Source: an optimization exercise on an open RTL-to-GDS flow (aim: small area and a short achievable clock period). Production flows keep margins and buffers that such runs may drop. The RTL was checked by simulation tests, not by an equivalence proof against the original design. No run shown here takes its clock network from TritonCTS; it comes from the design's own scripts or RTL. No driver is modelled on the clock port, so clock power and skew are understated where the tree is cut down; a real chip needs a root buffer or a tree. Power and IR drop assume default switching activity.

$ cat flow/run.sh
#!/bin/bash
# The standard layout, with the clock tree built by flow/cts_hook.tcl.
set -euo pipefail
W=$(pwd)
bash standard.sh PRE_CTS_TCL="$W/flow/cts_hook.tcl" finish > "$W/orfs_make.log" 2>&1
$ cat flow/cts_hook.tcl
# Runs before ORFS's CTS step: builds a two-level clock tree (the clock port
# drives 4 clkbuf_16, each driving a quarter of the leaf buffers, each leaf
# driving a compact cluster of flip-flops), then stands in for
# clock_tree_synthesis so the rest of cts.tcl (legalisation, repair) runs as usual.
source [file join [file dirname [info script]] mytree.tcl]
set ::mytree_leafn 24
set ::mytree_nmid 4
set ::mytree_leaf_cell sky130_fd_sc_hd__clkbuf_16
mytree_build
proc clock_tree_synthesis {args} {
  puts "clock_tree_synthesis: tree built by cts_hook.tcl"
  set_propagated_clock [all_clocks]
}
$ cat flow/mytree.tcl
# Two-level clock tree: the clock port drives NMID mid buffers, each driving
# leaf buffers; each leaf buffer drives a compact cluster of about LEAFN flops.
proc mytree_build {} {
  set block [ord::get_db_block]
  set db [ord::get_db]
  set lib_master [$db findMaster sky130_fd_sc_hd__clkbuf_16]
  set leaf_master [$db findMaster $::mytree_leaf_cell]
  set clknet [$block findNet CLK]
  set pts {}
  foreach it [$clknet getITerms] {
    set inst [$it getInst]
    set bb [$inst getBBox]
    set x [expr {([$bb xMin] + [$bb xMax]) / 2}]
    set y [expr {([$bb yMin] + [$bb yMax]) / 2}]
    lappend pts [list $x $y $it]
  }
  set n [llength $pts]
  set k [expr {int(ceil(double($n) / $::mytree_leafn))}]
  set bands [expr {max(1, int(round(sqrt($k))))}]
  set pts [lsort -integer -index 1 $pts]
  # split into bands with a whole number of clusters each
  set clusters {}
  set start 0
  for {set b 0} {$b < $bands} {incr b} {
    set kb [expr {($k * ($b + 1)) / $bands - ($k * $b) / $bands}]
    set cnt [expr {(($n * (($k * ($b + 1)) / $bands)) / $k) - $start}]
    if {$b == $bands - 1} { set cnt [expr {$n - $start}] }
    set band [lsort -integer -index 0 [lrange $pts $start [expr {$start + $cnt - 1}]]]
    set start [expr {$start + $cnt}]
    set bn [llength $band]
    set s 0
    for {set c 0} {$c < $kb} {incr c} {
      set e [expr {($bn * ($c + 1)) / $kb}]
      lappend clusters [lrange $band $s [expr {$e - 1}]]
      set s $e
    }
  }
  # leaf buffers
  set leaves {}
  set i 0
  foreach cl $clusters {
    set sx 0; set sy 0
    foreach p $cl { set sx [expr {$sx + [lindex $p 0]}]; set sy [expr {$sy + [lindex $p 1]}] }
    set cx [expr {$sx / [llength $cl]}]; set cy [expr {$sy / [llength $cl]}]
    set inst [odb::dbInst_create $block $leaf_master "ctsleaf_$i"]
    $inst setLocation $cx $cy
    $inst setPlacementStatus PLACED
    set net [odb::dbNet_create $block "clknet_leaf_$i"]
    $net setSigType CLOCK
    [$inst findITerm X] connect $net
    foreach p $cl {
      set it [lindex $p 2]
      $it disconnect
      $it connect $net
    }
    lappend leaves [list $cx $cy $inst]
    incr i
  }
  # mid buffers: split leaves into NMID groups (by x halves then y halves)
  set groups [list $leaves]
  set axis 0
  while {[llength $groups] < $::mytree_nmid} {
    set ng {}
    foreach g $groups {
      set g [lsort -integer -index $axis $g]
      set h [expr {[llength $g] / 2}]
      lappend ng [lrange $g 0 [expr {$h - 1}]] [lrange $g $h end]
    }
    set groups $ng
    set axis [expr {1 - $axis}]
  }
  set j 0
  foreach g $groups {
    set sx 0; set sy 0
    foreach p $g { set sx [expr {$sx + [lindex $p 0]}]; set sy [expr {$sy + [lindex $p 1]}] }
    set cx [expr {$sx / [llength $g]}]; set cy [expr {$sy / [llength $g]}]
    set inst [odb::dbInst_create $block $lib_master "ctsmid_$j"]
    $inst setLocation $cx $cy
    $inst setPlacementStatus PLACED
    set net [odb::dbNet_create $block "clknet_mid_$j"]
    $net setSigType CLOCK
    [$inst findITerm X] connect $net
    foreach p $g { [[lindex $p 2] findITerm A] connect $net }
    [$inst findITerm A] connect $clknet
    incr j
  }
  $clknet setSigType CLOCK
  puts "mytree: $n sinks, [llength $clusters] leaves, $j mids"
}
$ cat standard.sh
#!/bin/bash
# synth_recipe.tcl (not shown) runs the flow's synth.tcl, then flattens the netlist and writes it again
# the make line also repeats each setting of config.mk as NAME=value (left out here)
make -C /OpenROAD-flow-scripts/flow DESIGN_CONFIG=/design/flow/config.mk WORK_HOME=/design/flow/orfs CLKGATE_MAP_FILE= SYNTH_SCRIPT=/design/flow/synth_recipe.tcl "${@:-finish}"
$ cat config.mk
export PLATFORM = sky130hd
export DESIGN_NAME = SPI_Wrapper
export DESIGN_NICKNAME = SPI_Wrapper
export VERILOG_FILES = /design/flow/design.v
export SDC_FILE = /design/flow/constraint.sdc
export NUM_CORES = 4
export LEC_CHECK = 0
export ABC_AREA = 1
export CAP_MARGIN = 40
export CORE_MARGIN = 2
export CORE_UTILIZATION = 65
export PLACE_DENSITY = 0.75
export SETUP_SLACK_MARGIN = 2.2
export SLEW_MARGIN = 40
$ cat constraint.sdc
create_clock -name core_clock -period 4.0 [get_ports {CLK}]
set_input_delay 0.8000 -clock core_clock [delete_from_list [all_inputs] [get_ports {CLK}]]
set_output_delay 0.8000 -clock core_clock [all_outputs]
set_load 0.01 [all_outputs]
$ cat design.v
module SPI_SLAVE (
    input  wire       CLK,
    input  wire       rst_n,
    input  wire       MOSI,
    input  wire       SS_n,
    input  wire       tx_valid,
    input  wire [2:0] ph,          
    input  wire       tx_bit,      
    output reg  [2:0] tx_pos,
    output reg        MISO,
    output reg  [9:0] rx_data,
    output reg        rx_valid
);
    localparam IDLE      = 3'b000;
    localparam CHK_CMD   = 3'b001;
    localparam WRITE     = 3'b010;
    localparam READ_ADDR = 3'b011;
    localparam READ_DATA = 3'b100;
    reg       read_flag;
    reg [3:0] ser_cnt;
    reg [2:0] CS;
    reg [2:0] NS;
    always @(posedge CLK, negedge rst_n) begin
        if (!rst_n) CS <= IDLE;
        else        CS <= NS;
    end
    always @(*) begin
        case (CS)
        IDLE      : NS = SS_n ? IDLE : CHK_CMD;
        CHK_CMD   : NS = SS_n ? IDLE : (!MOSI ? WRITE : (read_flag ? READ_DATA : READ_ADDR));
        WRITE     : NS = SS_n ? IDLE : WRITE;
        READ_ADDR : NS = SS_n ? IDLE : READ_ADDR;
        READ_DATA : NS = SS_n ? IDLE : READ_DATA;
        default   : NS = IDLE;
        endcase
    end
    always @(posedge CLK, negedge rst_n) begin
        if (!rst_n)                read_flag <= 1'b0;
        else if (CS == READ_ADDR)  read_flag <= 1'b1;
        else if (CS == READ_DATA)  read_flag <= 1'b0;
    end
    wire rx_rec_en = (CS == WRITE) || (CS == READ_ADDR) || (CS == READ_DATA && !tx_valid);
    wire tx_ser_en = (CS == READ_DATA) && tx_valid;
    wire tx_shift  = tx_ser_en && ser_cnt != 4'd8;
    wire cnt_inc   = (rx_rec_en && ser_cnt != 4'd10) || tx_shift;
    wire [3:0] cnt_next = cnt_inc ? ser_cnt + 1'b1 : 4'd0;
    always @(posedge CLK)
        rx_data <= {rx_data[8:0], MOSI};
    always @(posedge CLK, negedge rst_n) begin
        if (!rst_n) begin
            ser_cnt  <= 4'b0;
            rx_valid <= 1'b0;
            MISO     <= 1'b0;
        end
        else begin
            ser_cnt  <= cnt_next;
            rx_valid <= cnt_inc && ser_cnt == 4'd9;
            if (tx_shift) MISO <= tx_bit;
        end
    end
    always @(posedge CLK)
        tx_pos <= cnt_inc ? tx_pos : ph;
endmodule
module RAM (
    input  wire       CLK,
    input  wire       rst_n,
    input  wire [9:0] din,
    input  wire       rx_valid,
    input  wire [2:0] tx_pos,
    output reg  [2:0] ph,
    output reg        tx_valid,
    output wire       tx_bit
);
    integer r, p, j;
    always @(posedge CLK)
        case (ph)
        3'd0: ph <= 3'd1;
        3'd1: ph <= 3'd2;
        3'd2: ph <= 3'd3;
        3'd3: ph <= 3'd4;
        3'd4: ph <= 3'd5;
        3'd5: ph <= 3'd6;
        3'd6: ph <= 3'd7;
        3'd7: ph <= 3'd0;
        default: ph <= 3'd0;
        endcase
    reg [7:0]  address;
    reg [15:0] asel;
    always @(posedge CLK, negedge rst_n) begin
        if (!rst_n) begin
            address  <= 8'b0;
            asel     <= 16'b1;
            tx_valid <= 1'b0;
        end
        else if (rx_valid) begin
            if (!din[8]) begin
                address <= din[7:0];
                asel    <= 16'b1 << din[3:0];
            end
            tx_valid <= din[9] & din[8];
        end
    end
    reg [7:0]  wdata;
    reg [15:0] whi;
    reg [15:0] wlo;
    reg [2:0]  wcnt;
    reg [2:0]  wpos;
    reg        wbit;
    wire       wload = rx_valid && din[9:8] == 2'b01;
    always @(posedge CLK) begin
        if (wload) begin
            wdata <= din[7:0];
            whi   <= 16'b1 << address[7:4];
            wlo   <= asel;
            wcnt  <= 3'd0;
        end
        else begin
            if (wcnt == 3'd7) whi <= 16'b0;
            wcnt <= wcnt + 1'b1;
        end
    end
    always @(posedge CLK) begin
        wpos <= ~(ph + 3'd2);
        wbit <= wload ? din[wpos] : wdata[wpos];
    end
    reg [2047:0] mem;
    always @(posedge CLK)
        for (r = 0; r < 256; r = r + 1) begin
            for (p = 1; p < 8; p = p + 1)
                mem[8*r+p] <= mem[8*r+p-1];
            mem[8*r] <= (whi[r/16] && wlo[r%16]) ? wbit : mem[8*r+7];
        end
    reg [15:0] m1;
    reg [3:0]  m2;
    reg        b;
    always @(posedge CLK) begin
        for (r = 0; r < 16; r = r + 1) begin
            b = 1'b0;
            for (j = 0; j < 16; j = j + 1)
                b = b | (asel[j] & mem[8*(16*r + j)]);
            m1[r] <= b;
        end
        for (r = 0; r < 4; r = r + 1)
            m2[r] <= m1[4*r + address[5:4]];
    end
    reg [7:0] S;
    always @(posedge CLK)
        S <= {S[6:3], m2[address[7:6]], S[1:0], S[7]};
    assign tx_bit = S[tx_pos];
endmodule
module SPI_Wrapper (
    input  wire CLK,
    input  wire rst_n,
    input  wire SS_n,
    input  wire MOSI,
    output wire MISO
);
    wire [9:0] rx_data;
    wire [2:0] tx_pos;
    wire [2:0] ph;
    wire       rx_valid;
    wire       tx_valid;
    wire       tx_bit;
    SPI_SLAVE SLAVE (
        .CLK(CLK),
        .rst_n(rst_n),
        .SS_n(SS_n),
        .MOSI(MOSI),
        .tx_valid(tx_valid),
        .ph(ph),
        .tx_bit(tx_bit),
        .tx_pos(tx_pos),
        .MISO(MISO),
        .rx_data(rx_data),
        .rx_valid(rx_valid)
    );
    RAM RAM (
        .CLK(CLK),
        .rst_n(rst_n),
        .din(rx_data),
        .rx_valid(rx_valid),
        .tx_pos(tx_pos),
        .ph(ph),
        .tx_valid(tx_valid),
        .tx_bit(tx_bit)
    );
endmodule
==> impl_metrics.csv, run 1 <==
group,metric,value,unit
worst_setup_path,worst-path-stages,1,
finish,fillers,4782,
sta,fin_crit_sh,47.1,%
sta,hold_violations,0,
sta,tightest_slew,0.826,ns
detailed_routing,wl_per_cell,21.1,um
detailed_routing,drc_errors,0,
detailed_routing,drt_iter0_drc,1871,
finish,layout_commonest_cell,"dfxtp_1",
floorplanning,die_h,282,um
worst_setup_path,crit_family,"flip-flops",
floorplanning,core-area,76200,um2
grt,antenna_found_initial,1,
min_path,hold_path.startpoint,"RAM.mem[1814]",
logic_synthesis,synth_top_cell_by_area,"dfxtp_1",
finish,final_cell_mix,"dfxtp_1 (2095), nand2_1 (272), a21oi_1 (264)",
sta,skew,0.0155,ns
worst_setup_path,crit_arrival,1.08,ns
floorplanning,start_util,65.9,%
finish,drive_gt1_share,5.05,%
worst_setup_path,regToRegEndpoint,"RAM.mem[776]",
worst_setup_path,path_cells,"buf_2",
worst_setup_path,r2r_slack,2.27,ns
floorplanning,die_w,282,um
status,status,"timing/DRC/antenna clean",
logic_synthesis,synthesis.area,50200,um2
floorplanning,ios,5,
worst_setup_path,worstSetupPathType,"reg2out",
finish,area_delta_synth_final,7.11,%
logic_synthesis,ys_seq_area_share,87.7,%
detailed_routing,routed_via_density,5.37,
placement,globalplace.congestion,0.820,
sta,slew_viol_final,0,
worst_setup_path,start_kind,"flip-flop",
worst_setup_path,crit_fanout,2,
worst_setup_path,end_kind,"primary output",
finish,num-nets-final,3417,
sta,period_minus_slack,1.88,ns
pwr,peakVddDrop,514,uV
detailed_routing,drtPass1Iterations,5,
sta,fin_ws,2.12,ns
logic_synthesis,synth_ff_type,"dfxtp_1",
sta,relSlewSlack,44.9,%
logic_synthesis,synth_cell_type_count,37,
min_path,min_path_type,"reg2reg",
run,cap_violations,0,
worst_setup_path,crit_required,3.20,ns
worst_setup_path,critPathBufInv,1,
worst_setup_path,slowest_stage,"dfrtp_1",
clock_tree,clk_latency,0.55,ns
logic_synthesis,synthCells,3403,
detailed_routing,totalWireLength,93.4,mm
pwr,power.density,592,nW/um2
worst_setup_path,slowest_delay,0.40,ns
min_path,holdPathStages,0,
grt,grt_pass1_vias,23400,
grt,grt_pass1_wl,141,mm
placement,dp_hpwl,57.1,mm
grt,grt_max_degree,153,
sta,tns,0,ns
logic_synthesis,async_flop_share,1.43,%
logic_synthesis,syn_area_per_cell,14.7,um2
logic_synthesis,post-synth-top-area-fraction,83.6,%
sta,setup_viol,0,
logic_synthesis,syn_nets,3415,
floorplanning,die-area,79500,um2
worst_setup_path,r2r_start,"RAM.wlo[1]",
placement,place_ws,2.15,ns
floorplanning,fp-row-count,101,
logic_synthesis,ys_seq_elements,2169,
placement,port_buffers,4,
logic_synthesis,ys_top_cells_by_area,"dfxtp_1 (84%), a31oi_1 (3.2%), a21oi_1 (2.6%)",
min_path,min_to,"RAM.mem[1815]",
worst_setup_path,reg2reg_depth,3,
grt,grt-ovfl-total,0,
finish,multi_input_area,5370,um2
finish,ff_latch_area,44000,um2
grt,grt_util_all_layers,23.4,%
pwr,power_leakage,0.0211,uW
finish,diodes,0,
logic_synthesis,synth_edf_count,43,
sta,rsz0062_at_grt,"true",
logic_synthesis,yosysWarnings,2,
detailed_routing,ant_nets,0,
sta,max_freq,531,MHz
detailed_routing,vias,23800,
clock_tree,cts.clk_slew.worst_paths,0.09,ns
finish,post-route-util,70.6,%
[layout make-up]
type / count / area share [%]
multi-input cells: 1033 / 9.98
well taps: 1030 / 2.40
repair buffers: 66 / 1.04
inverters: 40 / 0.303
flip-flops and latches: 2169 / 81.9
plain buffers: 95 / 4.42
[how the worst max path moves through the flow]
stage / startpoint / to / slack [ns]
CTS: SLAVE.MISO / MISO / 2.09
global placement: SLAVE.rx_valid / RAM.whi[12] / 1.88
finish: SLAVE.MISO / MISO / 2.12
floorplan: SLAVE.rx_valid / RAM.whi[0] / 2.49
global route: SLAVE.MISO / MISO / 2.06
detailed placement: RAM.asel[1] / RAM.m1[6] / 2.15
[sequential cells by signal, summed over array words and instances (netlist names)]
register,cells
SLAVE.MISO,1
RAM.mem,2048
RAM.wpos,3
RAM.asel,16
RAM.ph,2
RAM.whi,16
RAM.wdata,8
RAM.wcnt,3
SLAVE.rx_data,10
SLAVE.tx_pos,3
RAM.m2,4
SLAVE.CS,3
RAM.tx_valid,1
SLAVE.read_flag,1
SLAVE.rx_valid,1
RAM.wlo,16
RAM.m1,16
RAM.S,8
RAM.address,4
RAM.wbit,1
SLAVE.ser_cnt,4
[stage by stage]
stage | total power [uW] | hold slack [ns] | area, um2 | cells
floorplan | 22300 | 0.310 | 50200 | 3403
global placement | 22300 | 0.310 | 51200 | 4324
detailed placement | 22400 | 0.312 | 51400 | 4334
CTS | 32000 | 0.316 | 53700 | 4430
global route | 32700 | 0.321 | 53800 | 4433
finish | 31800 | 0.318 | 53800 | 4433
[kinds of logic after synthesis]
group | share of synthesized area, %
compound gates | 6.68
xor+xnor | 0.0524
fa+ha+maj | 0.199
buf+inv | 1.64
flops | 87.7
mux | 0.0199
simple gates | 3.73
[routing by layer]
| metal | vias to the layer above | global-route usage, % | routed length (um) |
|---|---|---|---|
| met2 | 775 | 36.7 | 42100 |
| met1 | 11700 | 34.2 | 42300 |
| met4 | 0 | 7.92 | 3490 |
| met3 | 187 | 2.69 | 5560 |
| met5 | - | 0 | 0 |
| li1 | 11200 | - | - |
[synthesized netlist by cell type (2+ instances only)]
| library cell | number |
|---|---|
| xnor2_1 | 2 |
| nor2_2 | 2 |
| a221oi_1 | 8 |
| a31oi_1 | 257 |
| nand3_1 | 52 |
| dfrtp_1 | 30 |
| edfxtp_1 | 43 |
| inv_2 | 2 |
| a21oi_1 | 264 |
| clkbuf_1 | 112 |
| nand2_1 | 272 |
| a22o_1 | 16 |
| nand2_2 | 2 |
| ha_1 | 8 |
| dfxtp_1 | 2095 |
| nand4_1 | 41 |
| buf_1 | 4 |
| buf_2 | 43 |
| nor2_1 | 40 |
| nor3_1 | 24 |
| o22ai_1 | 2 |
| a22oi_1 | 4 |
| buf_6 | 2 |
| inv_1 | 38 |
| nand3b_1 | 2 |
| o21ai_0 | 27 |
[timing repair]
item	4_1_cts	5_1_grt
buffers inserted	1	2
pin swaps	1	0
hold buffers	0	0
gates resized for setup	5	0
setup endpoints to repair	11	3
[report_power, final]
part / switching, uW / internal, uW / total (uW)
registers: 39.4 / 21700 / 21700
clock network: 5820 / 4170 / 9990
logic: 89.3 / 44.6 / 134
total: 5950 / 25900 / 31800
==> run 2, diff against run 1 <==
--- a/flow/cts_hook.tcl
+++ b/flow/cts_hook.tcl
@@ -4,7 +4,7 @@
 # clock_tree_synthesis so the rest of cts.tcl (legalisation, repair) runs as usual.
 source [file join [file dirname [info script]] mytree.tcl]
-set ::mytree_leafn 24
+set ::mytree_leafn 16
 set ::mytree_nmid 4
-set ::mytree_leaf_cell sky130_fd_sc_hd__clkbuf_16
+set ::mytree_leaf_cell sky130_fd_sc_hd__clkbuf_8
 mytree_build
 proc clock_tree_synthesis {args} {
==> run 2 against run 1 <==
Net effect:
- still clean on timing, DRC and antenna
- sequential power about the same
- flip-flop and latch count stayed put
- routed wire length decreased by 1.1%
- critical path type unchanged
==> impl_metrics.csv, run 2 <==
group,metric,value,unit
logic_synthesis,ys_seq_elements,2169,
logic_synthesis,synth_top_cell_by_area,"dfxtp_1",
clock_tree,cts.clk_slew.worst_paths,0.10,ns
min_path,min_to,"RAM.mem[327]",
pwr,p_sw,5880,uW
logic_synthesis,synthesis.area,50200,um2
sta,tns,0,ns
pwr,comb_power_share,0.4,%
grt,use_met2,36.7,%
sta,relSlewSlack,45.4,%
pwr,power_leakage,0.0209,uW
logic_synthesis,synth_cell_type_count,37,
logic_synthesis,post-synth-top-area-fraction,83.6,%
floorplanning,fp-row-count,101,
worst_setup_path,regToRegEndpoint,"RAM.m1[14]",
floorplanning,start_util,65.9,%
grt,antenna_found_initial,0,
finish,num-nets-final,3462,
pwr,power_frac_seq,70.5,%
worst_setup_path,reg2reg_depth,5,
sta,fin_crit_sh,47.6,%
logic_synthesis,synth_edf_count,43,
worst_setup_path,end_kind,"primary output",
worst_setup_path,r2r_slack,2.24,ns
pwr,power.density,577,nW/um2
grt,grt_max_degree,153,
placement,place_ws,2.15,ns
min_path,holdPathStages,0,
grt,use_met3,2.60,%
pwr,power,30800,uW
grt,grt-ovfl-total,0,
finish,area_delta_synth_final,6.31,%
grt,top_usage_layer,"met2",
placement,port_buffers,4,
logic_synthesis,synth.most_common_cell,"dfxtp_1",
floorplanning,die-area,79500,um2
worst_setup_path,start_kind,"flip-flop",
detailed_routing,ant_nets,0,
min_path,min_path_type,"reg2reg",
grt,grt_pass1_wl,140,mm
finish,diodes,0,
sta,skew,0.0448,ns
clock_tree,ctsHoldBuffers,0,
sta,fin_ws,2.10,ns
status,status,"timing/DRC/antenna clean",
detailed_routing,drtPass1Iterations,5,
detailed_routing,drc_errors,0,
detailed_routing,wl_per_cell,20.6,um
pwr,peakVddDrop,536,uV
finish,final_cell_mix,"dfxtp_1 (2095), nand2_1 (272), a21oi_1 (264)",
placement,place_area,51400,um2
sta,holdWs,0.297,ns
logic_synthesis,synth_ff_type,"dfxtp_1",
grt,grt_pass1_vias,23800,
floorplanning,ios,5,
worst_setup_path,r2r_start,"RAM.asel[10]",
worst_setup_path,worstSetupPathType,"reg2out",
finish,drive_gt1_share,6.32,%
worst_setup_path,slowest_stage,"dfrtp_1",
finish,fin_area,53400,um2
sta,hold_violations,0,
sta,rsz0062_at_grt,"true",
worst_setup_path,crit_family,"flip-flops",
pwr,power.internal,24900,uW
detailed_routing,totalWireLength,92.4,mm
sta,slew_viol_final,0,
clock_tree,clk_latency,0.56,ns
finish,layout_commonest_cell,"dfxtp_1",
logic_synthesis,syn_area_per_cell,14.7,um2
worst_setup_path,crit_required,3.20,ns
finish,largest-register,"RAM.mem",
placement,dp_hpwl,57.1,mm
logic_synthesis,synth_commonest_cells,"dfxtp_1 (2095), nand2_1 (272), a21oi_1 (264), a31oi_1 (257), clkbuf_1 (112)",
worst_setup_path,crit_arrival,1.10,ns
detailed_routing,routed_via_density,5.33,
pwr,power_frac_clock,29.0,%
pwr,switching_share,19.1,%
logic_synthesis,synthCells,3403,
sta,max_freq,525,MHz
detailed_routing,drt_iter0_drc,2036,
floorplanning,die_h,282,um
grt,grt_util_all_layers,23.3,%
min_path,hold_path.startpoint,"RAM.mem[326]",
finish,largest_reg_flops,2048,
logic_synthesis,async_flop_share,1.43,%
worst_setup_path,crit_fanout,2,
floorplanning,core-area,76200,um2
floorplanning,die_w,282,um
worst_setup_path,slowest_delay,0.40,ns
detailed_routing,vias,23900,
logic_synthesis,ys_seq_area_share,87.7,%
logic_synthesis,ys_top_cells_by_area,"dfxtp_1 (84%), a31oi_1 (3.2%), a21oi_1 (2.6%)",
finish,fillers,4865,
sta,setup_viol,0,
logic_synthesis,syn_nets,3415,
worst_setup_path,path_cells,"buf_2",
sta,period_minus_slack,1.90,ns
sta,tightest_slew,0.818,ns
run,cap_violations,0,
logic_synthesis,yosysWarnings,2,
worst_setup_path,critPathBufInv,1,
placement,globalplace.congestion,0.820,
grt,use_met1,34.0,%
## run 2: cell counts after synthesis
No cell type changed its count.
## run 2: logic make-up (layout without fill, tap and decap cells)
logic type | count (synthesis) | after routing | synth area share, %
flip-flops | 2169 | 2169 | 87.7
AND/OR/NAND/NOR | 438 | 438 | 3.73
XOR/XNOR | 3 | 3 | 0.0524
buffers and inverters | 201 | 246 | 1.64
AO/OA/AOI/OAI | 583 | 583 | 6.68
multiplexers | 1 | 1 | 0.0199
adder cells (fa/ha/maj) | 8 | 8 | 0.199
## run 2: how the worst max path moves through the flow
stage	start	endpoint	slack (ns)	depth (start not counted)
after floorplan	SLAVE.rx_valid	RAM.whi[0]	2.49	4
after global placement	SLAVE.rx_valid	RAM.whi[12]	1.88	3
after detailed placement	RAM.asel[1]	RAM.m1[6]	2.15	4
after CTS	SLAVE.MISO	MISO	2.07	1
after global routing	SLAVE.MISO	MISO	2.05	1
final	SLAVE.MISO	MISO	2.10	1
## run 2: power by group through the flow
stage | Sequential (uW) | Combinational [uW] | Clock (uW)
finish | 21700 | 134 | 8940
global route | 21700 | 153 | 9870
CTS | 21700 | 131 | 9060
detailed placement | 22200 | 131 | 0
global placement | 22200 | 112 | 0
floorplan | 22200 | 90.7 | 0
## run 2: cell type report
class | count | area, um2 | area share (%)
well taps | 1030 | 1290 | 2.42
flip-flops and latches | 2169 | 44000 | 82.5
plain buffers | 140 | 1970 | 3.70
inverters | 40 | 163 | 0.305
multi-input cells | 1033 | 5370 | 10.1
repair buffers | 66 | 557 | 1.04
## run 2: per-stage QoR
stage / utilization (%) / instances
finish: 70.0 / 4478
floorplan: - / 3403
global route: 70.0 / 4478
CTS: 70.0 / 4475
detailed placement: 67.4 / 4334
global placement: 67.2 / 4324
## run 2: what timing repair did
item / 4_1_cts / 5_1_grt
gates resized for setup: 5 / 1
endpoints found under the setup margin: 18 / 5
buffers inserted: 1 / 2
pin swaps: 1 / 0
## run 2: metal layers
metal  wire, um  vias up
met3       5990      193
met2      41600      838
met5          0        -
met1      41700    11600
met4       3000        0
li1           -    11300
==> run 3, diff against run 2 <==
--- a/flow/cts_hook.tcl
+++ b/flow/cts_hook.tcl
@@ -4,7 +4,7 @@
 # clock_tree_synthesis so the rest of cts.tcl (legalisation, repair) runs as usual.
 source [file join [file dirname [info script]] mytree.tcl]
-set ::mytree_leafn 16
+set ::mytree_leafn 30
 set ::mytree_nmid 4
-set ::mytree_leaf_cell sky130_fd_sc_hd__clkbuf_8
+set ::mytree_leaf_cell sky130_fd_sc_hd__clkbuf_16
 mytree_build
 proc clock_tree_synthesis {args} {
--- a/config.mk
+++ b/config.mk
@@ -11,4 +11,4 @@
 export CORE_UTILIZATION = 65
 export PLACE_DENSITY = 0.75
-export SETUP_SLACK_MARGIN = 2.2
+export SETUP_SLACK_MARGIN = 2.0
 export SLEW_MARGIN = 40
==> run 3 against run 2 <==
Net effect:
- routed wire length is 1.4% higher
- core utilization decreased by 0.11 points
- final area decreased by 0.16%
- register-to-register slack got worse by 0.10 ns
- global-route usage grew 0.13 points
- power is 0.64% higher
- sequential power about the same
- setup slack better by 0.041 ns
- final cell count fell by 1.5%
- synthesized cell count is the same
- critical path type is now reg2reg
- largest cell class unchanged
==> impl_metrics.csv, run 3 <==
group,metric,value,unit
clock_tree,cts.clk_slew.worst_paths,0.11,ns
worst_setup_path,critPathBufInv,0,
floorplanning,start_util,65.9,%
pwr,power.density,582,nW/um2
pwr,comb_power_share,0.5,%
finish,largest-register,"RAM.mem",
sta,tightest_slew,0.880,ns
finish,diodes,0,
sta,max_freq,537,MHz
worst_setup_path,crit_family,"flip-flops",
sta,fin_crit_sh,46.6,%
sta,holdWs,0.309,ns
worst_setup_path,end_kind,"flip-flop",
pwr,power_frac_clock,29.4,%
placement,place_area,51400,um2
grt,grt-ovfl-total,0,
grt,top_usage_layer,"met2",
status,status,"timing/DRC/antenna clean",
sta,tns,0,ns
worst_setup_path,slowest_delay,0.71,ns
logic_synthesis,synthCells,3403,
logic_synthesis,synthSimpleGateAreaFrac,3.73,%
floorplanning,die_w,282,um
placement,globalplace.congestion,0.820,
pwr,p_sw,5820,uW
finish,area_delta_synth_final,6.14,%
logic_synthesis,ys_top_cells_by_area,"dfxtp_1 (84%), a31oi_1 (3.2%), a21oi_1 (2.6%)",
detailed_routing,drt_iter0_drc,2081,
sta,hold_violations,0,
floorplanning,die-area,79500,um2
grt,grt_max_degree,153,
clock_tree,post_cts_buffers,0,
worst_setup_path,path_common_cell,"nand2_1",
finish,layout_commonest_cell,"dfxtp_1",
finish,largest_reg_flops,2048,
floorplanning,ios,5,
logic_synthesis,syn_nets,3415,
sta,setup_viol,0,
detailed_routing,routed_via_density,5.39,
logic_synthesis,synth_cell_type_count,37,
worst_setup_path,crit_fanout,18,
logic_synthesis,synth_ff_type,"dfxtp_1",
logic_synthesis,synth_top_cell_by_area,"dfxtp_1",
finish,final_cell_mix,"dfxtp_1 (2095), nand2_1 (272), a21oi_1 (264)",
logic_synthesis,yosysWarnings,2,
pwr,power_frac_seq,70.1,%
finish,drive_gt1_share,4.41,%
placement,port_buffers,4,
pwr,power_leakage,0.0208,uW
logic_synthesis,post-synth-top-area-fraction,83.6,%
run,cap_violations,0,
logic_synthesis,synth_commonest_cells,"dfxtp_1 (2095), nand2_1 (272), a21oi_1 (264), a31oi_1 (257), clkbuf_1 (112)",
grt,grt_pass1_wl,140,mm
detailed_routing,drc_errors,0,
sta,slew_viol_final,0,
worst_setup_path,worstSetupPathType,"reg2reg",
grt,grt_pass1_vias,23200,
logic_synthesis,synth_edf_count,43,
logic_synthesis,synth_compound_area_share,6.68,%
worst_setup_path,slowest_stage,"dfrtp_2",
worst_setup_path,path_cells,"nand2_1 -> nand2_1 -> a221oi_1 -> nand3_1",
logic_synthesis,synth.most_common_cell,"dfxtp_1",
worst_setup_path,start_kind,"flip-flop",
placement,place_ws,2.15,ns
grt,use_met3,2.05,%
logic_synthesis,synthMuxAreaShare,0.0199,%
logic_synthesis,syn_area_per_cell,14.7,um2
pwr,switching_share,18.8,%
logic_synthesis,ys_seq_area_share,87.7,%
detailed_routing,totalWireLength,93.6,mm
grt,antenna_found_initial,1,
worst_setup_path,crit_arrival,2.22,ns
sta,relSlewSlack,41.3,%
floorplanning,die_h,282,um
sta,skew,0.0304,ns
worst_setup_path,crit_required,4.36,ns
detailed_routing,ant_nets,0,
worst_setup_path,r2r_slack,2.14,ns
logic_synthesis,synthesis.area,50200,um2
placement,placed_cells,4334,
clock_tree,clk_latency,0.52,ns
pwr,peakVddDrop,435,uV
detailed_routing,drtPass1Iterations,5,
finish,num-nets-final,3395,
sta,rsz0062_at_grt,"false",
logic_synthesis,synth_top_family_by_area,"compound AO/OA/AOI/OAI gates",
sta,period_minus_slack,1.86,ns
logic_synthesis,synth_fa_ha_area_share,0.199,%
placement,dp_hpwl,57.1,mm
logic_synthesis,synth_xor_area_share,0.0523,%
grt,use_met1,34.3,%
floorplanning,fp-row-count,101,
finish,final_cells,4411,
grt,use_met2,37.4,%
logic_synthesis,ys_seq_elements,2169,
clock_tree,ctsHoldBuffers,0,
logic_synthesis,async_flop_share,1.43,%
pwr,power.internal,25200,uW
min_path,min_path_type,"reg2reg",
detailed_routing,vias,23800,
floorplanning,core-area,76200,um2
grt,grt_util_all_layers,23.4,%
finish,fin_area,53300,um2
sta,fin_ws,2.14,ns
detailed_routing,wl_per_cell,21.2,um
run 3: power groups by stage:
stage          logic [uW]  clock network, uW  registers [uW]
6_report              140               9120           21700
5_1_grt               157               9930           21700
4_1_cts               136               9190           21700
3_5_place_dp          131                  0           22200
3_3_place_gp          112                  0           22200
2_1_floorplan        90.7                  0           22200
run 3: path summary, 6_finish.rpt:
kind                               startpoint               to  cells after the start
max in group asynchronous               rst_n      RAM.asel[0]                      2
worst max-delay path              RAM.asel[1]        RAM.m1[6]                      4
worst max register to register    RAM.asel[1]        RAM.m1[6]                      4
worst min-delay path            RAM.mem[1714]    RAM.mem[1715]                      0
min in group asynchronous               rst_n  SLAVE.read_flag                      2
worst min register to register  RAM.mem[1714]    RAM.mem[1715]                      0
run 3: logic make-up (layout without fill, tap and decap cells):
kind of cell / Yosys count / after routing
flip-flops: 2169 / 2169
AO/OA/AOI/OAI: 583 / 583
AND/OR/NAND/NOR: 438 / 438
buffers and inverters: 201 / 179
adder cells (fa/ha/maj): 8 / 8
XOR/XNOR: 3 / 3
multiplexers: 1 / 1
run 3: layout make-up:
type	instances	area [um2]
fillers	4826	22900
plain buffers	77	1930
well taps	1030	1290
inverters	40	163
multi-input cells	1033	5360
repair buffers	62	523
flip-flops and latches	2169	44000
run 3: metrics by stage:
step | utilization [%] | power, uW
after floorplan | - | 22300
after global placement | 67.2 | 22300
after detailed placement | 67.4 | 22400
after CTS | 69.9 | 31100
after global routing | 69.9 | 31800
final | 69.9 | 31000
run 3: worst register-to-register path: cells and delay by family (launching register included):
kind / cells / cell delay (ns)
compound gates: 1 / 0.59
simple gates: 3 / 0.40
flops: 1 / 0.71
run 3: per-layer routing:
metal	vias up	share of wire, %
li1	11200	-
met1	11700	45
met2	766	46
met3	179	5.7
met4	0	3.4
met5	-	0
run 3: repair_timing:
action,4_1_cts,5_1_grt
resized for setup,2,1
endpoints found under the setup margin,1,1
endpoints found under the hold margin,0,0
==> run 4, diff against run 3 <==
--- a/config.mk
+++ b/config.mk
@@ -6,9 +6,7 @@
 export NUM_CORES = 4
 export LEC_CHECK = 0
-export ABC_AREA = 1
 export CAP_MARGIN = 40
 export CORE_MARGIN = 2
-export CORE_UTILIZATION = 65
-export PLACE_DENSITY = 0.75
-export SETUP_SLACK_MARGIN = 2.0
+export CORE_UTILIZATION = 40
+export SETUP_SLACK_MARGIN = 2.3
 export SLEW_MARGIN = 40
==> run 4 against run 3 <==
Net effect:
- final cell count grew 7.7%
- highest routed layer unchanged
- flip-flop and latch count is the same
- power is essentially flat
- area after synthesis grew 1.1%
- die area grew 63%
- global-route usage shrank 10 points
==> impl_metrics.csv, run 4 <==
group,metric,value,unit
worst_setup_path,slowest_stage,"dfrtp_1",
worst_setup_path,crit_arrival,1.05,ns
sta,holdWs,0.316,ns
pwr,power_leakage,0.0218,uW
run,cap_violations,0,
worst_setup_path,crit_family,"flip-flops",
placement,port_buffers,4,
placement,placed_cells,4650,
finish,final_cells,4751,
pwr,power.density,566,nW/um2
logic_synthesis,async_flop_share,1.43,%
floorplanning,start_util,40.3,%
status,status,"timing/DRC/antenna clean",
placement,globalplace.congestion,0.740,
sta,hold_violations,0,
logic_synthesis,ys_seq_area_share,86.8,%
logic_synthesis,ys_top_cells_by_area,"dfxtp_1 (83%), mux2_2 (5.3%), edfxtp_1 (2.5%)",
detailed_routing,drc_errors,0,
logic_synthesis,synthesis.area,50700,um2
worst_setup_path,crit_fanout,2,
detailed_routing,vias,20500,
pwr,peakVddDrop,362,uV
floorplanning,fp-row-count,130,
sta,max_freq,540,MHz
clock_tree,clk_latency,0.53,ns
sta,fin_crit_sh,46.3,%
logic_synthesis,synth_top_cell_by_area,"dfxtp_1",
worst_setup_path,end_kind,"primary output",
grt,grt_max_degree,161,
logic_synthesis,syn_area_per_cell,16.4,um2
finish,drive_gt1_share,13.5,%
detailed_routing,totalWireLength,88.5,mm
worst_setup_path,path_cells,"buf_6",
finish,layout_commonest_cell,"dfxtp_1",
floorplanning,die-area,130000,um2
sta,relSlewSlack,34.7,%
floorplanning,core-area,126000,um2
placement,dp_hpwl,51.7,mm
finish,final_cell_mix,"dfxtp_1 (2093), nand2_1 (269), mux2_2 (240)",
worst_setup_path,critPathBufInv,1,
logic_synthesis,syn_nets,3108,
logic_synthesis,yosysWarnings,2,
finish,largest_reg_flops,2048,
detailed_routing,drtPass1Iterations,5,
floorplanning,ios,5,
clock_tree,cts.clk_slew.worst_paths,0.10,ns
detailed_routing,wl_per_cell,18.6,um
detailed_routing,routed_via_density,4.31,
floorplanning,die_h,360,um
floorplanning,die_w,360,um
sta,tns,0,ns
worst_setup_path,crit_required,3.20,ns
grt,antenna_found_initial,2,
sta,skew,0.0322,ns
detailed_routing,drt_iter0_drc,1429,
logic_synthesis,synth_ff_type,"dfxtp_1",
logic_synthesis,synth_edf_count,43,
logic_synthesis,synth.most_common_cell,"dfxtp_1",
logic_synthesis,synth_cell_type_count,46,
logic_synthesis,post-synth-top-area-fraction,82.7,%
grt,grt_pass1_wl,131,mm
sta,tightest_slew,0.980,ns
finish,largest-register,"RAM.mem",
sta,period_minus_slack,1.85,ns
sta,slew_viol_final,0,
finish,area_delta_synth_final,7.99,%
detailed_routing,ant_nets,0,
finish,diodes,0,
min_path,min_path_type,"reg2reg",
grt,grt-ovfl-total,0,
logic_synthesis,synthCells,3096,
logic_synthesis,synth_commonest_cells,"dfxtp_1 (2095), nand2_1 (269), mux2_2 (240), clkbuf_1 (83), a22o_1 (75)",
grt,grt_util_all_layers,13.3,%
logic_synthesis,ys_seq_elements,2169,
finish,num-nets-final,3115,
sta,rsz0062_at_grt,"true",
worst_setup_path,slowest_delay,0.40,ns
worst_setup_path,worstSetupPathType,"reg2out",
grt,grt_pass1_vias,19900,
sta,setup_viol,0,
worst_setup_path,start_kind,"flip-flop",
==> run 4: changes by cell type in the layout (fill, tap and decap cells not counted), sizes merged, moves of 7 or more <==
cell,before,now
mux2,0,260
o21ai,28,6
a22o,16,75
mux2i,1,8
a221oi,8,64
mux4,0,9
nor2,43,23
nand4,41,17
inv,40,8
nand3,52,4
nor3,24,6
a31oi,257,0
a21oi,265,2
==> run 4: path summary, 6_finish.rpt <==
path                                    to         start  slack [ns]  depth (start not counted)
setup / recovery                      MISO    SLAVE.MISO        2.15                          1
hold / removal                RAM.mem[631]  RAM.mem[630]        0.32                          0
setup reg to reg              RAM.mem[816]    RAM.whi[6]        2.31                          2
hold reg to reg               RAM.mem[631]  RAM.mem[630]        0.32                          0
max in group asynchronous      RAM.asel[7]         rst_n        2.98                          2
min in group asynchronous  SLAVE.read_flag         rst_n        0.67                          2
==> run 4: cells by family (layout without fill, tap and decap cells) <==
logic type	count (synthesis)	count (layout)	share of synthesized area, %
muxes	277	277	6.34
AOI/OAI and AO/OA	156	156	2.67
xor gates and xnor gates	3	3	0.0518
and+or+nand+nor	341	341	2.79
buffers and inverters	142	147	1.19
DFF	2169	2169	86.8
adders and majority gates	8	8	0.197
==> run 4: routing by layer <==
metal	vias up	wire length (um)	GRT usage (%)
li1	10000	-	-
met3	113	2960	1.54
met4	0	1930	2.56
met1	10100	45400	20.1
met5	-	0	0
met2	251	38200	20.7
==> run 4: power by group <==
group	switching [uW]	internal [uW]
Sequential	39.2	21700
Combinational	58.7	54.6
Clock	5720	3440
Total	5810	25200
==> run 4: layout make-up <==
type / instances / area (um2)
Buffer: 77 / 1930
Fill cell: 11000 / 71000
Inverter: 9 / 37.5
Multi-Input combinational cell: 785 / 6180
Sequential cell: 2169 / 44100
Tap cell: 1650 / 2060
Timing Repair Buffer: 60 / 513
Timing Repair inverter: 1 / 7.51
==> run 4: repair_timing <==
action | in CTS | in global routing
hold endpoints to repair | 0 | 0
cloned | 1 | 0
resized for setup | 20 | 15
pin swaps | 0 | 3
hold buffers | 0 | 0
endpoints found under the setup margin | 137 | 14
buffers inserted | 18 | 5
==> run 4: through the flow <==
stage / cell area (um2) / total power, uW / util (%) / worst slack, ns
6_report: 54800 / 31000 / 43.6 / 2.15
5_1_grt: 54800 / 32000 / 43.6 / 2.09
4_1_cts: 54700 / 31200 / 43.5 / 2.11
3_5_place_dp: 52600 / 22300 / 41.8 / 1.88
3_3_place_gp: 52500 / 22300 / 41.8 / 1.94
2_1_floorplan: 50700 / 22300 / - / 2.32
==> run 5, diff against run 4 <==
==> flow/cts_hook.tcl (replaced) <==
# Runs before ORFS's CTS step: builds a two-level clock tree (the clock port
# drives 4 buf_16, each driving a quarter of the leaf buffers, each leaf
# buffer a buf_12 driving a compact cluster of flip-flops), then stands in for
# clock_tree_synthesis so the rest of cts.tcl (legalisation, repair) runs as usual.
source [file join [file dirname [info script]] mytree.tcl]
set ::mytree_leafn 30
set ::mytree_nmid 4
set ::mytree_leaf_cell sky130_fd_sc_hd__buf_12
set ::mytree_mid_cell sky130_fd_sc_hd__buf_16
mytree_build
proc clock_tree_synthesis {args} {
  puts "clock_tree_synthesis: tree built by cts_hook.tcl"
  set_propagated_clock [all_clocks]
}
--- a/flow/mytree.tcl
+++ b/flow/mytree.tcl
@@ -4,5 +4,5 @@
   set block [ord::get_db_block]
   set db [ord::get_db]
-  set lib_master [$db findMaster sky130_fd_sc_hd__clkbuf_16]
+  set lib_master [$db findMaster $::mytree_mid_cell]
   set leaf_master [$db findMaster $::mytree_leaf_cell]
   set clknet [$block findNet CLK]
==> run 5 against run 4 <==
Net effect:
- fmax increased by 2.4%
- routed wire length grew 0.20%
- final area fell by 0.58%
- clock skew down 0.011 ns
- critical path depth unchanged
- flip-flop and latch count unchanged
- die area stayed put
- final cell count barely moved
- power is 0.98% lower
- synthesized cell count unchanged
- register-to-register slack improved by 0.05 ns
==> impl_metrics.csv, run 5 <==
group,metric,value,unit
status,status,"timing/DRC/antenna clean",
worst_setup_path,end_kind,"primary output",
worst_setup_path,critPathBufInv,1,
logic_synthesis,ys_seq_elements,2169,
worst_setup_path,crit_arrival,1.01,ns
pwr,p_sw,5910,uW
sta,fin_crit_sh,45.2,%
sta,tns,0,ns
logic_synthesis,synthCells,3096,
logic_synthesis,ys_seq_area_share,86.8,%
finish,final_cell_mix,"dfxtp_1 (2093), nand2_1 (269), mux2_2 (240)",
detailed_routing,drc_errors,0,
logic_synthesis,syn_nets,3108,
placement,dp_hpwl,51.7,mm
sta,relSlewSlack,37.7,%
sta,tightest_slew,0.935,ns
run,cap_violations,0,
floorplanning,start_util,40.3,%
pwr,power.density,563,nW/um2
placement,globalplace.congestion,0.740,
grt,grt_pass1_wl,131,mm
floorplanning,die_w,360,um
pwr,switching_share,19.3,%
logic_synthesis,post-synth-top-area-fraction,82.7,%
worst_setup_path,crit_required,3.20,ns
worst_setup_path,crit_family,"flip-flops",
pwr,power_frac_clock,28.9,%
finish,largest-register,"RAM.mem",
pwr,power_leakage,0.0216,uW
sta,hold_violations,0,
sta,skew,0.0210,ns
grt,grt_pass1_vias,20000,
logic_synthesis,synth_ff_type,"dfxtp_1",
logic_synthesis,ys_top_cells_by_area,"dfxtp_1 (83%), mux2_2 (5.3%), edfxtp_1 (2.5%)",
finish,area_delta_synth_final,7.36,%
logic_synthesis,synth.most_common_cell,"dfxtp_1",
grt,grt_util_all_layers,13.3,%
logic_synthesis,synth_edf_count,43,
worst_setup_path,slowest_delay,0.40,ns
sta,max_freq,553,MHz
logic_synthesis,synth_cell_type_count,46,
logic_synthesis,synth_commonest_cells,"dfxtp_1 (2095), nand2_1 (269), mux2_2 (240), clkbuf_1 (83), a22o_1 (75)",
clock_tree,clk_latency,0.49,ns
sta,slew_viol_final,0,
placement,place_ws,1.88,ns
finish,drive_gt1_share,13.6,%
grt,grt_max_degree,161,
finish,largest_reg_flops,2048,
detailed_routing,drtPass1Iterations,5,
worst_setup_path,path_cells,"buf_6",
clock_tree,cts.clk_slew.worst_paths,0.11,ns
worst_setup_path,start_kind,"flip-flop",
logic_synthesis,syn_area_per_cell,16.4,um2
logic_synthesis,synthesis.area,50700,um2
grt,antenna_found_initial,2,
worst_setup_path,crit_fanout,2,
logic_synthesis,yosysWarnings,2,
grt,grt-ovfl-total,0,
detailed_routing,totalWireLength,88.7,mm
finish,diodes,0,
logic_synthesis,synth_top_cell_by_area,"dfxtp_1",
detailed_routing,wl_per_cell,18.7,um
sta,period_minus_slack,1.81,ns
pwr,comb_power_share,0.4,%
sta,fin_ws,2.19,ns
sta,setup_viol,0,
detailed_routing,ant_nets,0,
floorplanning,fp-row-count,130,
pwr,power_frac_seq,70.8,%
detailed_routing,routed_via_density,4.31,
finish,fillers,11100,
floorplanning,core-area,126000,um2
pwr,peakVddDrop,419,uV
floorplanning,die_h,360,um
floorplanning,ios,5,
placement,port_buffers,4,
min_path,min_path_type,"reg2reg",
finish,layout_commonest_cell,"dfxtp_1",
worst_setup_path,slowest_stage,"dfrtp_1",
detailed_routing,vias,20500,
logic_synthesis,async_flop_share,1.43,%
worst_setup_path,worstSetupPathType,"reg2out",
finish,num-nets-final,3117,
pwr,power.internal,24800,uW
detailed_routing,drt_iter0_drc,1381,
sta,rsz0062_at_grt,"true",
floorplanning,die-area,130000,um2
[run 5: cell counts after synthesis]
No cell type changed its count.
[run 5: timing repair]
| action | in CTS | in global routing |
|---|---|---|
| gates resized for setup | 18 | 19 |
| pin swaps | 0 | 3 |
| setup buffers | 18 | 7 |
| endpoints found under the setup margin | 137 | 42 |
| hold buffers | 0 | 0 |
| cloned | 1 | 0 |
[run 5: logic make-up (layout without fill, tap and decap cells)]
kind of cell               count (synthesis)  after routing  share of synthesized area, %
AOI/OAI and AO/OA                        156            156                          2.67
xor gates and xnor gates                   3              3                        0.0518
adders and majority gates                  8              8                         0.197
buffers and inverters                    142            149                          1.19
DFF                                     2169           2169                          86.8
muxes                                    277            277                          6.34
and+or+nand+nor                          341            341                          2.79
[run 5: path summary, 6_finish.rpt]
check	endpoint	slack [ns]	cells after the start	start
max	MISO	2.19	1	SLAVE.MISO
min reg2reg	RAM.mem[911]	0.32	0	RAM.mem[910]
max reg2reg	RAM.m1[12]	2.36	4	RAM.asel[14]
max in group asynchronous	RAM.asel[7]	2.94	2	rst_n
min	RAM.mem[911]	0.32	0	RAM.mem[910]
min in group asynchronous	SLAVE.read_flag	0.71	2	rst_n
[run 5: per-layer routing]
layer / part of all wire, % / wire length, um / track usage [%]
met5: 0 / 0 / 0
met4: 2.3 / 2030 / 2.75
met3: 3.4 / 3010 / 1.51
met2: 43 / 38400 / 20.7
met1: 51 / 45300 / 20.1
[run 5: per-stage QoR]
step	power [uW]	utilization [%]	hold WS, ns	std cells	area, um2
final	30700	43.3	0.324	4753	54500
after global routing	31700	43.3	0.329	4753	54500
after CTS	30900	43.2	0.324	4746	54300
after detailed placement	22300	41.8	0.312	4650	52600
after global placement	22300	41.8	0.310	4645	52500
after floorplan	22300	-	0.310	3096	50700
[run 5: power groups by stage]
stage	clock (uW)	combinational [uW]	sequential, uW
after detailed placement	0	86.0	22200
after global routing	9820	128	21700
after global placement	0	83.9	22200
after floorplan	0	61.2	22200
final	8860	113	21700
after CTS	9110	88.8	21700
[run 5: cell type report]
class	count	area (um2)	area share, %
Timing Repair inverter	1	7.51	0.0138
Buffer	77	1570	2.89
Multi-Input combinational cell	785	6190	11.4
Timing Repair Buffer	62	541	0.992
Tap cell	1650	2060	3.79
Inverter	9	37.5	0.0689
Sequential cell	2169	44100	80.9
==> run 6, diff against run 5 <==
--- a/config.mk
+++ b/config.mk
@@ -6,7 +6,9 @@
 export NUM_CORES = 4
 export LEC_CHECK = 0
+export ABC_AREA = 1
 export CAP_MARGIN = 40
 export CORE_MARGIN = 2
-export CORE_UTILIZATION = 40
-export SETUP_SLACK_MARGIN = 2.3
+export CORE_UTILIZATION = 65
+export PLACE_DENSITY = 0.75
+export SETUP_SLACK_MARGIN = 2.2
 export SLEW_MARGIN = 40
==> run 6 against run 5 <==
Net effect:
- flip-flop and latch count did not move
- first-iteration DRC count rose by 52%
- routed wire length rose by 5.4%
- sequential power barely moved
==> impl_metrics.csv, run 6 <==
group,metric,value,unit
logic_synthesis,synthCells,3403,
clock_tree,clk_latency,0.48,ns
clock_tree,cts.clk_slew.worst_paths,0.11,ns
logic_synthesis,async_flop_share,1.43,%
worst_setup_path,crit_family,"flip-flops",
finish,post-route-util,69.5,%
floorplanning,start_util,65.9,%
finish,fillers,4896,
logic_synthesis,synth.most_common_cell,"dfxtp_1",
sta,relSlewSlack,45.2,%
logic_synthesis,synth_top_cell_by_area,"dfxtp_1",
clock_tree,ctsHoldBuffers,0,
min_path,holdPathStages,0,
grt,grt_pass1_vias,23100,
detailed_routing,drt_iter0_drc,2103,
detailed_routing,totalWireLength,93.5,mm
finish,drive_gt1_share,4.49,%
floorplanning,die_h,282,um
placement,port_buffers,4,
run,cap_violations,0,
worst_setup_path,slowest_stage,"dfrtp_1",
sta,slew_viol_final,0,
worst_setup_path,crit_required,3.20,ns
worst_setup_path,start_kind,"flip-flop",
detailed_routing,vias,23700,
worst_setup_path,regToRegEndpoint,"RAM.mem[1632]",
sta,fin_crit_sh,45.6,%
sta,period_minus_slack,1.82,ns
worst_setup_path,slowest_delay,0.41,ns
finish,diodes,0,
logic_synthesis,ys_top_cells_by_area,"dfxtp_1 (84%), a31oi_1 (3.2%), a21oi_1 (2.6%)",
logic_synthesis,synth_ff_type,"dfxtp_1",
worst_setup_path,reg2reg_depth,3,
min_path,min_to,"RAM.mem[1715]",
floorplanning,ios,5,
sta,hold_violations,0,
floorplanning,die_w,282,um
grt,grt_util_all_layers,23.4,%
finish,num-nets-final,3397,
pwr,peakVddDrop,479,uV
status,status,"timing/DRC/antenna clean",
worst_setup_path,worstSetupPathType,"reg2out",
detailed_routing,routed_via_density,5.38,
worst_setup_path,crit_fanout,2,
detailed_routing,drtPass1Iterations,5,
logic_synthesis,syn_nets,3415,
placement,globalplace.congestion,0.820,
sta,max_freq,548,MHz
logic_synthesis,synth_commonest_cells,"dfxtp_1 (2095), nand2_1 (272), a21oi_1 (264), a31oi_1 (257), clkbuf_1 (112)",
logic_synthesis,synthesis.area,50200,um2
logic_synthesis,post-synth-top-area-fraction,83.6,%
detailed_routing,wl_per_cell,21.2,um
worst_setup_path,cp-startpoint,"SLAVE.MISO",
detailed_routing,drc_errors,0,
detailed_routing,ant_nets,0,
logic_synthesis,synth_edf_count,43,
finish,final_cell_mix,"dfxtp_1 (2095), nand2_1 (272), a21oi_1 (264)",
worst_setup_path,path_cells,"buf_2",
worst_setup_path,r2r_slack,2.21,ns
finish,largest-register,"RAM.mem",
worst_setup_path,crit_arrival,1.02,ns
logic_synthesis,ys_seq_elements,2169,
grt,grt_pass1_wl,140,mm
finish,largest_reg_flops,2048,
sta,skew,0.0258,ns
logic_synthesis,syn_area_per_cell,14.7,um2
worst_setup_path,critPathBufInv,1,
finish,layout_commonest_cell,"dfxtp_1",
min_path,min_path_type,"reg2reg",
placement,dp_hpwl,57.1,mm
grt,grt-ovfl-total,0,
grt,antenna_found_initial,0,
sta,tightest_slew,0.822,ns
finish,area_delta_synth_final,5.48,%
logic_synthesis,yosysWarnings,2,
worst_setup_path,r2r_start,"RAM.wlo[12]",
pwr,power.density,580,nW/um2
floorplanning,core-area,76200,um2
sta,rsz0062_at_grt,"true",
logic_synthesis,ys_seq_area_share,87.7,%
logic_synthesis,synth_cell_type_count,37,
floorplanning,fp-row-count,101,
worst_setup_path,end_kind,"primary output",
min_path,hold_path.startpoint,"RAM.mem[1714]",
floorplanning,die-area,79500,um2
sta,tns,0,ns
pwr,power_leakage,0.0206,uW
sta,setup_viol,0,
grt,grt_max_degree,153,
[run 6: cell count changes after synthesis, moves of 29 or more]
cell      previous run  this run
inv_1                9        38
a21oi_1              2       264
a31oi_1              0       257
mux2_2             240         0
nand3_1              4        52
a221oi_1            64         8
a22o_1              75        16
clkbuf_1            83       112
[run 6: logic make-up after synthesis]
| kind of cell | after synthesis | share of synthesized area, % |
|---|---|---|
| adder cells (fa/ha/maj) | 8 | 0.199 |
| multiplexers | 1 | 0.0199 |
| XOR/XNOR | 3 | 0.0524 |
| AO/OA/AOI/OAI | 583 | 6.68 |
| flip-flops | 2169 | 87.7 |
| buffers and inverters | 201 | 1.64 |
| AND/OR/NAND/NOR | 438 | 3.73 |
[run 6: area by class of cell]
class                   count  area (um2)  share of cell area, %
flip-flops and latches   2169       44000                   83.1
plain buffers              77        1570                   2.97
multi-input cells        1033        5370                   10.1
inverters                  40         163                  0.307
repair buffers             64         542                   1.02
well taps                1030        1290                   2.43
[run 6: how the worst max path moves through the flow]
stage,slack [ns],endpoint,depth (start not counted)
6_report,2.18,MISO,1
3_3_place_gp,1.88,RAM.whi[12],3
5_1_grt,2.13,MISO,1
3_5_place_dp,2.15,RAM.m1[6],4
2_1_floorplan,2.49,RAM.whi[0],4
4_1_cts,2.15,MISO,1
[run 6: timing repair]
action,4_1_cts,5_1_grt
setup endpoints to repair,18,1
buffers inserted,1,0
gates resized for setup,5,0
pin swaps,1,0
[run 6: stage by stage]
stage                     hold slack [ns]  std cells  total power, uW  worst slack, ns  instance area, um2
final                               0.319       4413            30700             2.18               52900
after global routing                0.337       4413            31500             2.13               52900
after CTS                           0.321       4412            30800             2.15               52900
after detailed placement            0.312       4334            22400             2.15               51400
after global placement              0.310       4324            22300             1.88               51200
after floorplan                     0.310       3403            22300             2.49               50200
[run 6: report_power, final]
part           leakage, uW  internal (uW)  switching [uW]
Combinational      0.00218           44.6            90.6
Clock             0.000737           3050            5780
Sequential          0.0177          21700            39.3
Total               0.0206          24800            5910
[run 6: routing by layer]
metal	track usage, %	vias up	share of wire (%)
li1	-	11200	-
met1	34.1	11600	45
met2	37.2	782	46
met3	2.52	186	6.0
met4	7.20	0	3.4
met5	0	-	0
==> run 7, diff against run 6 <==
--- a/design.v
+++ b/design.v
@@ -105,5 +105,4 @@
     reg [15:0] wlo;
     reg [2:0]  wcnt;
-    reg [2:0]  wpos;
     reg        wbit;
     wire       wload = rx_valid && din[9:8] == 2'b01;
@@ -120,8 +119,7 @@
         end
     end
-    always @(posedge CLK) begin
-        wpos <= ~(ph + 3'd2);
+    wire [2:0] wpos = ~(ph + 3'd1);
+    always @(posedge CLK)
         wbit <= wload ? din[wpos] : wdata[wpos];
-    end
     reg [2047:0] mem;
     always @(posedge CLK)
@@ -132,7 +130,6 @@
         end
     reg [15:0] m1;
-    reg [3:0]  m2;
     reg        b;
-    always @(posedge CLK) begin
+    always @(posedge CLK)
         for (r = 0; r < 16; r = r + 1) begin
             b = 1'b0;
@@ -141,10 +138,7 @@
             m1[r] <= b;
         end
-        for (r = 0; r < 4; r = r + 1)
-            m2[r] <= m1[4*r + address[5:4]];
-    end
     reg [7:0] S;
     always @(posedge CLK)
-        S <= {S[6:3], m2[address[7:6]], S[1:0], S[7]};
+        S <= {S[6:2], m1[address[7:4]], S[0], S[7]};
     assign tx_bit = S[tx_pos];
 endmodule
==> run 7 against run 6 <==
Net effect:
- register-to-register slack better by 0.02 ns
- final cell count increased by 0.48%
- critical path depth unchanged
==> impl_metrics.csv, run 7 <==
group,metric,value,unit
finish,area_delta_synth_final,5.60,%
detailed_routing,routed_via_density,5.30,
pwr,power.density,578,nW/um2
worst_setup_path,crit_required,3.20,ns
sta,rsz0062_at_grt,"true",
detailed_routing,ant_nets,0,
worst_setup_path,path_cells,"buf_6",
logic_synthesis,syn_area_per_cell,14.6,um2
grt,antenna_found_initial,2,
pwr,power.internal,24700,uW
logic_synthesis,synthesis.area,50100,um2
logic_synthesis,synth_edf_count,43,
logic_synthesis,yosysWarnings,2,
logic_synthesis,post-synth-top-area-fraction,83.5,%
sta,skew,0.0279,ns
pwr,switching_share,19.1,%
pwr,p_sw,5850,uW
logic_synthesis,synth_commonest_cells,"dfxtp_1 (2089), nand2_1 (299), a21oi_1 (262), a31oi_1 (257), clkbuf_1 (114)",
floorplanning,start_util,65.9,%
logic_synthesis,synth_ff_type,"dfxtp_1",
sta,max_freq,552,MHz
finish,layout_commonest_cell,"dfxtp_1",
sta,hold_violations,0,
logic_synthesis,synthCells,3421,
worst_setup_path,cp-startpoint,"SLAVE.MISO",
worst_setup_path,crit_fanout,2,
pwr,power_leakage,0.0206,uW
floorplanning,ios,5,
grt,grt_pass1_vias,23200,
worst_setup_path,regToRegEndpoint,"RAM.m1[3]",
grt,grt_max_degree,114,
logic_synthesis,synth_cell_type_count,32,
pwr,power_frac_clock,28.6,%
detailed_routing,totalWireLength,90.8,mm
clock_tree,clk_latency,0.48,ns
finish,largest-register,"RAM.mem",
detailed_routing,drtPass1Iterations,8,
sta,tns,0,ns
worst_setup_path,end_kind,"primary output",
logic_synthesis,ys_seq_area_share,87.6,%
floorplanning,die_w,282,um
logic_synthesis,synth.most_common_cell,"dfxtp_1",
logic_synthesis,synth_top_cell_by_area,"dfxtp_1",
sta,fin_crit_sh,45.3,%
placement,port_buffers,4,
detailed_routing,wl_per_cell,20.5,um
run,cap_violations,0,
worst_setup_path,r2r_slack,2.23,ns
placement,globalplace.congestion,0.852,
logic_synthesis,ys_seq_elements,2163,
worst_setup_path,r2r_start,"RAM.asel[4]",
worst_setup_path,worstSetupPathType,"reg2out",
min_path,hold_path.startpoint,"RAM.mem[282]",
floorplanning,core-area,76100,um2
worst_setup_path,crit_family,"flip-flops",
placement,dp_hpwl,55.4,mm
finish,num-nets-final,3418,
sta,tightest_slew,0.866,ns
logic_synthesis,syn_nets,3433,
sta,setup_viol,0,
detailed_routing,drt_iter0_drc,1840,
worst_setup_path,slowest_stage,"dfrtp_1",
sta,period_minus_slack,1.81,ns
pwr,comb_power_share,0.5,%
worst_setup_path,reg2reg_depth,5,
status,status,"timing/DRC/antenna clean",
worst_setup_path,worst-path-stages,1,
floorplanning,fp-row-count,101,
finish,final_cell_mix,"dfxtp_1 (2089), nand2_1 (299), a21oi_1 (262)",
pwr,power_frac_seq,70.9,%
worst_setup_path,start_kind,"flip-flop",
worst_setup_path,crit_arrival,1.01,ns
finish,drive_gt1_share,4.58,%
detailed_routing,drc_errors,0,
sta,relSlewSlack,42.2,%
sta,slew_viol_final,0,
pwr,peakVddDrop,486,uV
floorplanning,die_h,282,um
finish,post-route-util,69.6,%
grt,grt_pass1_wl,137,mm
clock_tree,cts.clk_slew.worst_paths,0.11,ns
min_path,min_path_type,"reg2reg",
detailed_routing,vias,23500,
logic_synthesis,async_flop_share,1.43,%
clock_tree,ctsHoldBuffers,0,
finish,diodes,0,
grt,grt_util_all_layers,22.7,%
worst_setup_path,critPathBufInv,1,
worst_setup_path,slowest_delay,0.41,ns
floorplanning,die-area,79300,um2
worst_setup_path,endpoint,"MISO",
grt,grt-ovfl-total,0,
finish,largest_reg_flops,2048,
logic_synthesis,ys_top_cells_by_area,"dfxtp_1 (83%), a31oi_1 (3.2%), a21oi_1 (2.6%)",
## run 7: cell count changes in the layout (fill, tap and decap cells not counted), moves of 3 or more
cell,change
nand4_1,+16
a221oi_1,-3
nand2_2,+3
inv_1,+10
buf_6,+6
nand2_1,+27
a22oi_1,-4
dfxtp_1,-6
nor2_1,+6
a22o_1,-6
nand3_1,-18
## run 7: cell families (layout without fill, tap and decap cells)
family                   Yosys count  after routing  share of synthesized area [%]
buffers and inverters            209            191                           1.70
adder cells (fa/ha/maj)            8              8                          0.200
AO/OA/AOI/OAI                    565            565                           6.41
XOR/XNOR                           3              3                         0.0524
AND/OR/NAND/NOR                  473            474                           4.05
flip-flops                      2163           2163                           87.6
## run 7: area by class of cell
class / instances / area [um2]
plain buffers: 77 / 1570
fillers: 4995 / 23200
inverters: 48 / 193
multi-input cells: 1050 / 5380
flip-flops and latches: 2163 / 43900
well taps: 1030 / 1290
repair buffers: 66 / 587
## run 7: how the worst min path moves through the flow
stage                          endpoint  cells after the start
after floorplan           RAM.mem[1002]                      0
after global placement     RAM.mem[148]                      0
after detailed placement  RAM.mem[1262]                      0
after CTS                  RAM.mem[383]                      0
after global routing      RAM.mem[1427]                      0
final                      RAM.mem[283]                      0
## run 7: repair_timing
item / in CTS / in global routing
endpoints found under the hold margin: 0 / 0
endpoints found under the setup margin: 84 / 50
cloned: 1 / 0
gates resized for setup: 8 / 3
pin swaps: 1 / 0
setup buffers: 0 / 3
## run 7: worst reg2reg max path, cell delays in order (launching register included)
cell	delay [ns]
dfrtp_1	0.73
buf_4	0.32
nand2_1	0.07
nand4_1	0.10
nor2_2	0.34
nand2_1	0.09
## run 7: stage by stage
step	cells	worst slack (ns)	hold slack, ns	total power (uW)	area [um2]
final	4434	2.19	0.322	30600	52900
after global routing	4434	2.16	0.335	31400	52900
after CTS	4430	2.17	0.326	30700	52900
after detailed placement	4352	2.10	0.312	22300	51300
after global placement	4340	2.10	0.309	22300	51100
after floorplan	3421	2.51	0.310	22200	50100
## run 7: power groups by stage
stage	Clock [uW]	Sequential [uW]	Combinational, uW
finish	8760	21700	145
CTS	8860	21700	142
floorplan	0	22200	95.9
global placement	0	22200	122
global route	9570	21700	162
detailed placement	0	22200	138
## run 7: metal layers
metal,track usage (%),part of all wire (%)
met3,2.78,6.5
met1,32.9,45
met2,36.1,45
met4,7.30,3.7
met5,0,0

separate check: timing with driven ports:
Ports are ideal in the flow. The routed layouts listed here were re-timed in OpenROAD.
Step 1: set_driving_cell puts a clkbuf_16 on CLK and a buf_2 on each other input, an assumption about the parent block.
Step 2 times the ports against the registers' clock, not the clock port: input delays grow and output delays shrink by t, the midpoint of the rising clock arrivals with the driver on.
Slacks: no drivers / after step 1 / after step 2; pairs: no drivers / after step 1.
run | t (ns) | slack for setup (ns) | worst register clock-pin slew, ns | worst data-port slew with drivers (ns)
run 1 | 0.681 | 2.117 / 1.977 / 2.265 | 0.09 / 0.09 | 0.03
run 2 | 0.680 | 2.096 / 1.955 / 2.243 | 0.10 / 0.10 | 0.03
run 3 | 0.654 | 2.137 / 1.993 / 2.137 | 0.11 / 0.11 | 0.03
run 4 | 0.665 | 2.150 / 2.000 / 1.999 | 0.11 / 0.11 | 0.03
run 5 | 0.638 | 2.193 / 2.031 / 1.993 | 0.11 / 0.11 | 0.03
run 6 | 0.621 | 2.176 / 2.021 / 2.213 | 0.12 / 0.12 | 0.03
run 7 | 0.627 | 2.188 / 2.029 / 2.227 | 0.12 / 0.12 | 0.03
After both steps setup and hold are still met in every run listed. The setup slack of run 5, which loses most, moves by -0.162 ns with the drivers and by -0.200 ns with both steps.
